This is an optimization exercise on Yosys and OpenROAD, whose aim is small area, not a production implementation.
Function was checked by simulation only, so behaviour that the tests miss may differ from the original.
Power figures rest on the tool's default switching activity, not on a simulated workload.

## delta
==> module rf_wcell, before the edit <==
module rf_wcell(
    input wire WE,
    input wire WEN,
    input wire Q,
    input wire W,
    output wire D
    );
assign D = (WE | Q) & (WEN | W);
endmodule
==> module CPU, before the edit <==
module CPU(
    input wire CLK,
    input wire RST,
	output wire [31:0]ALU_OUT,
	output wire ALU_OF,
	output wire ALU_ZF,
	output wire [31:0] dbg_inst,
	output wire [31:0] dbg_a,
    output wire [31:0] dbg_b,
	output wire [2:0] dbg_op,
	output wire reg_write_enable,
	output wire [31:0]alu_output,
	output wire [5:0] inst_addr,
	input wire [31:0] inst_data
    );
reg [5:0] pc;
always @(posedge CLK or posedge RST)
	if (RST) pc <= 6'd0;
	else pc <= pc + 6'd1;
reg [31:0] inst_code;
always @(posedge CLK or posedge RST)
	if (RST) inst_code <= 32'd0;
	else inst_code <= inst_data;
assign inst_addr = pc;
assign dbg_inst = inst_code;
wire [5:0] op = inst_code[31:26];
wire [4:0] rs = inst_code[25:21];
wire [4:0] rt = inst_code[20:16];
wire [4:0] rd = inst_code[15:11];
wire [5:0] func = inst_code[5:0];
wire [2:0] alu_op;
wire we;
opt o(.OP(op), .func(func), .ALU_OP(alu_op), .WE(we));
reg [31:1] valid;
wire [31:1] wsel;
wire [31:1] sel_a;
wire [31:1] sel_b;
wire [31:0] f = ALU_OUT;    
wire [31:0] rdata [1:31];
genvar g, b;
generate
	for (g = 1; g < 32; g = g + 1) begin : row
		reg [31:0] q;
		wire [31:0] d;
		assign wsel[g] = we && (rd == g);
		assign sel_a[g] = valid[g] && (rs == g);
		assign sel_b[g] = valid[g] && (rt == g);
		wire wseln = ~wsel[g];
		for (b = 0; b < 32; b = b + 1) begin : wb
			rf_wcell w(.WE(wsel[g]), .WEN(wseln), .Q(q[b]), .W(f[b]), .D(d[b]));
		end
		always @(posedge CLK) q <= d;
		assign rdata[g] = q;
		always @(posedge CLK or posedge RST)
			if (RST) valid[g] <= 1'b0;
			else if (wsel[g]) valid[g] <= 1'b1;
	end
	for (b = 0; b < 32; b = b + 1) begin : rbit
		wire [31:1] col;
		for (g = 1; g < 32; g = g + 1) begin : c
			assign col[g] = rdata[g][b];
		end
		rf_rbit pa(.S(sel_a), .D(col), .Y(dbg_a[b]));
		rf_rbit pb(.S(sel_b), .D(col), .Y(dbg_b[b]));
	end
endgenerate
ALU a(
	.ALU_OP(alu_op),
	.A(dbg_a),
	.B(dbg_b),
	.RST(RST),
	.F(ALU_OUT),
	.ZF(ALU_ZF),
	.OF(ALU_OF)
);
assign alu_output = ALU_OUT;
assign dbg_op = alu_op;
assign reg_write_enable = we;
endmodule
Settings: LEC_CHECK=0, CAP_MARGIN=20, CELL_PAD_IN_SITES_DETAIL_PLACEMENT=1, CELL_PAD_IN_SITES_GLOBAL_PLACEMENT=2, CORE_MARGIN=2, CORE_UTILIZATION=40, GPL_ROUTABILITY_DRIVEN=1, PLACE_DENSITY=0.55, SETUP_SLACK_MARGIN=0, SLEW_MARGIN=20, SYNTH_HIERARCHICAL=1; clock period 12.0 ns.
standard.sh (not shown) runs the stock make flow with config.mk's settings and CLKGATE_MAP_FILE= SYNTH_SCRIPT=/design/flow/synth_recipe.tcl, a recipe that flattens the netlist after the stock synthesis.
==> flow/flow/run.sh <==
#!/bin/bash
# Own layout flow: the standard ORFS flow (standard synthesis unchanged),
# with plain buf_1 cells as the port buffers and a clock tree of smaller
# clock buffers without dummy loads. Each tool's output goes to a log of its
# own here.
set -euo pipefail
export BUFFER_PORTS_ARGS="-buffer_cell sky130_fd_sc_hd__buf_1"
export CTS_ARGS="-sink_clustering_enable -repair_clock_nets -dont_use_dummy_load -buf_list {sky130_fd_sc_hd__clkbuf_16} -sink_clustering_size 24 -sink_clustering_max_diameter 120"
bash standard.sh synth > synth.log 2>&1
bash standard.sh \
  "BUFFER_PORTS_ARGS=$BUFFER_PORTS_ARGS" \
  "CTS_ARGS=$CTS_ARGS" \
  finish > layout.log 2>&1
Input-level comparison between nickel and delta:
--- a/flow/design.v
+++ b/flow/design.v
@@ -1,15 +1,21 @@
 `default_nettype none
 `timescale 1ns / 1ps
-module rf_wcell(
-    input wire WE,
-    input wire WEN,
-    input wire Q,
-    input wire W,
-    output wire D
+module rf_nor2(
+    input wire A,
+    input wire B,
+    output wire Y
+    );
+assign Y = ~(A | B);
+endmodule
+module rf_a21oi(
+    input wire A1,
+    input wire A2,
+    input wire B1,
+    output wire Y
     );
-assign D = (WE | Q) & (WEN | W);
+assign Y = ~((A1 & A2) | B1);
 endmodule
 module rf_rcell(
     input wire S1, D1,
     input wire S2, D2,
     input wire S3, D3,
@@ -620,14 +626,11 @@
 		reg [31:0] q;
 		wire [31:0] d;
 		assign wsel[g] = we && (rd == g);
 		assign sel_a[g] = valid[g] && (rs == g);
 		assign sel_b[g] = valid[g] && (rt == g);
-		wire wseln = ~wsel[g];
-		for (b = 0; b < 32; b = b + 1) begin : wb
-			rf_wcell w(.WE(wsel[g]), .WEN(wseln), .Q(q[b]), .W(f[b]), .D(d[b]));
-		end
+		assign d = ({32{wsel[g]}} & f) | ({32{~wsel[g]}} & q);
 		always @(posedge CLK) q <= d;
 		assign rdata[g] = q;
 		always @(posedge CLK or posedge RST)
 			if (RST) valid[g] <= 1'b0;
 			else if (wsel[g]) valid[g] <= 1'b1;
--- outcome ---
Between nickel and delta, it is nickel whose smallest setup slack after layout is higher, by 0.23 ns. Per the comparison of nickel with delta, number of port buffers now sits at about the same level, combinational cell power down 39%, inverter count lost 31, clock power shrank by about 3%. delta and nickel ended up with roughly the same mux contribution to synthesized area. Clock share of power was lower in the run labelled nickel. The higher standby leakage power of delta and nickel is in delta. In the reports for delta and nickel, the larger data-path buffer share of cell area in the final layout belongs to delta. | synthesized cell count | lower: nickel |. Relative to delta, count of flip-flops with a built-in enable after synthesis increased by 992 in nickel. NOTE reported sequential group power delta->nickel increased by a little under 10%. On post-placement cell area: between delta and nickel, it ends up lower for delta. Cell kind with the greatest summed area: multi-input combinational cells -> delta, sequential cells -> nickel.


CPU with an RTL version that a note above also has.
Size: ~2700 cells after synthesis, ~1100 flip-flops, ~210 I/O pins, roughly 0.044 mm² of cells after synthesis.
==> module rf_nor2, before the edit <==
module rf_nor2(
    input wire A,
    input wire B,
    output wire Y
    );
assign Y = ~(A | B);
endmodule
==> module rf_a21oi, before the edit <==
module rf_a21oi(
    input wire A1,
    input wire A2,
    input wire B1,
    output wire Y
    );
assign Y = ~((A1 & A2) | B1);
endmodule
==> module CPU, before the edit <==
module CPU(
    input wire CLK,
    input wire RST,
	output wire [31:0]ALU_OUT,
	output wire ALU_OF,
	output wire ALU_ZF,
	output wire [31:0] dbg_inst,
	output wire [31:0] dbg_a,
    output wire [31:0] dbg_b,
	output wire [2:0] dbg_op,
	output wire reg_write_enable,
	output wire [31:0]alu_output,
	output wire [5:0] inst_addr,
	input wire [31:0] inst_data
    );
reg [5:0] pc;
always @(posedge CLK or posedge RST)
	if (RST) pc <= 6'd0;
	else pc <= pc + 6'd1;
reg [31:0] inst_code;
always @(posedge CLK or posedge RST)
	if (RST) inst_code <= 32'd0;
	else inst_code <= inst_data;
assign inst_addr = pc;
assign dbg_inst = inst_code;
wire [5:0] op = inst_code[31:26];
wire [4:0] rs = inst_code[25:21];
wire [4:0] rt = inst_code[20:16];
wire [4:0] rd = inst_code[15:11];
wire [5:0] func = inst_code[5:0];
wire [2:0] alu_op;
wire we;
opt o(.OP(op), .func(func), .ALU_OP(alu_op), .WE(we));
reg [31:1] valid;
wire [31:1] wsel;
wire [31:1] sel_a;
wire [31:1] sel_b;
wire [31:0] f = ALU_OUT;    
wire [31:0] rdata [1:31];
genvar g, b;
generate
	for (g = 1; g < 32; g = g + 1) begin : row
		reg [31:0] q;
		wire [31:0] d;
		assign wsel[g] = we && (rd == g);
		assign sel_a[g] = valid[g] && (rs == g);
		assign sel_b[g] = valid[g] && (rt == g);
		assign d = ({32{wsel[g]}} & f) | ({32{~wsel[g]}} & q);
		always @(posedge CLK) q <= d;
		assign rdata[g] = q;
		always @(posedge CLK or posedge RST)
			if (RST) valid[g] <= 1'b0;
			else if (wsel[g]) valid[g] <= 1'b1;
	end
	for (b = 0; b < 32; b = b + 1) begin : rbit
		wire [31:1] col;
		for (g = 1; g < 32; g = g + 1) begin : c
			assign col[g] = rdata[g][b];
		end
		rf_rbit pa(.S(sel_a), .D(col), .Y(dbg_a[b]));
		rf_rbit pb(.S(sel_b), .D(col), .Y(dbg_b[b]));
	end
endgenerate
ALU a(
	.ALU_OP(alu_op),
	.A(dbg_a),
	.B(dbg_b),
	.RST(RST),
	.F(ALU_OUT),
	.ZF(ALU_ZF),
	.OF(ALU_OF)
);
assign alu_output = ALU_OUT;
assign dbg_op = alu_op;
assign reg_write_enable = we;
endmodule
==> flow/config.mk <==
export PLATFORM = sky130hd
export DESIGN_NAME = CPU
export DESIGN_NICKNAME = CPU
export VERILOG_FILES = /design/flow/design.v
export SDC_FILE = /design/flow/constraint.sdc
export NUM_CORES = 4
export LEC_CHECK = 0
export CAP_MARGIN = 20
export CELL_PAD_IN_SITES_DETAIL_PLACEMENT = 1
export CELL_PAD_IN_SITES_GLOBAL_PLACEMENT = 2
export CORE_MARGIN = 2
export CORE_UTILIZATION = 40
export GPL_ROUTABILITY_DRIVEN = 1
export PLACE_DENSITY = 0.55
export SETUP_SLACK_MARGIN = 0
export SLEW_MARGIN = 20
export SYNTH_HIERARCHICAL = 1
==> flow/constraint.sdc <==
create_clock -name core_clock -period 12.0 [get_ports {CLK}]
set_input_delay 2.4000 -clock core_clock [delete_from_list [all_inputs] [get_ports {CLK}]]
set_output_delay 2.4000 -clock core_clock [all_outputs]
set_load 0.01 [all_outputs]
==> flow/flow/run.sh <==
#!/bin/bash
# Own layout flow: the standard ORFS flow (standard synthesis unchanged),
# with plain buf_1 cells as the port buffers and a clock tree of smaller
# clock buffers without dummy loads. Each tool's output goes to a log of its
# own here.
set -euo pipefail
export BUFFER_PORTS_ARGS="-buffer_cell sky130_fd_sc_hd__buf_1"
export CTS_ARGS="-sink_clustering_enable -repair_clock_nets -dont_use_dummy_load -buf_list {sky130_fd_sc_hd__clkbuf_16} -sink_clustering_size 27 -sink_clustering_max_diameter 130"
bash standard.sh synth > synth.log 2>&1
bash standard.sh \
  "BUFFER_PORTS_ARGS=$BUFFER_PORTS_ARGS" \
  "CTS_ARGS=$CTS_ARGS" \
  finish > layout.log 2>&1
Change:
--- a/flow/design.v
+++ b/flow/design.v
@@ -1,19 +1,13 @@
 `default_nettype none
 `timescale 1ns / 1ps
-module rf_nor2(
-    input wire A,
-    input wire B,
-    output wire Y
-    );
-assign Y = ~(A | B);
-endmodule
-module rf_a21oi(
-    input wire A1,
-    input wire A2,
-    input wire B1,
-    output wire Y
+module rf_wcell(
+    input wire WE,
+    input wire WEN,
+    input wire Q,
+    input wire W,
+    output wire D
     );
-assign Y = ~((A1 & A2) | B1);
+assign D = (WE | Q) & (WEN | W);
 endmodule
 module rf_rcell(
     input wire S1, D1,
@@ -628,7 +622,10 @@
 		assign wsel[g] = we && (rd == g);
 		assign sel_a[g] = valid[g] && (rs == g);
 		assign sel_b[g] = valid[g] && (rt == g);
-		assign d = ({32{wsel[g]}} & f) | ({32{~wsel[g]}} & q);
+		wire wseln = ~wsel[g];
+		for (b = 0; b < 32; b = b + 1) begin : wb
+			rf_wcell w(.WE(wsel[g]), .WEN(wseln), .Q(q[b]), .W(f[b]), .D(d[b]));
+		end
 		always @(posedge CLK) q <= d;
 		assign rdata[g] = q;
 		always @(posedge CLK or posedge RST)
After rerunning:
- via count increases by a quarter to a third
- setup slack loses 0.17 ns
- wire length increases by about a fifth
- utilization increases by 0.30 points
- synthesized area decreases by a few percent
- design area decreases by a few percent

## what the ideal ports hide
The results above use ideal ports. As a check the final layouts listed here were re-extracted and re-timed, cells and wires unchanged.
Step 1, drivers: a clkbuf_16 drives CLK and a buf_2 each remaining input, both assumed.
Step 2 moves the port delays by t, midway between the first and last clock arrival at a register: inputs arrive t later, outputs are due t later. That takes back most of the time a late clock gives input paths.
Three values: no drivers, after step 1, after step 2; two values: the first two.
run | t, ns | setup WS [ns] | hold WS [ns]
delta | 0.746 | 0.374 / 0.293 / 1.038 | 0.472 / 0.472 / 0.472
nickel | 0.752 | 0.604 / 0.524 / 1.275 | 0.481 / 0.481 / 0.481
the first run of note 2 | 0.752 | 0.589 / 0.510 / 1.263 | 0.480 / 0.480 / 0.480
the second run of note 2 | 0.725 | 0.421 / 0.339 / 1.063 | 0.473 / 0.473 / 0.473
After both steps every run listed still meets setup and hold.
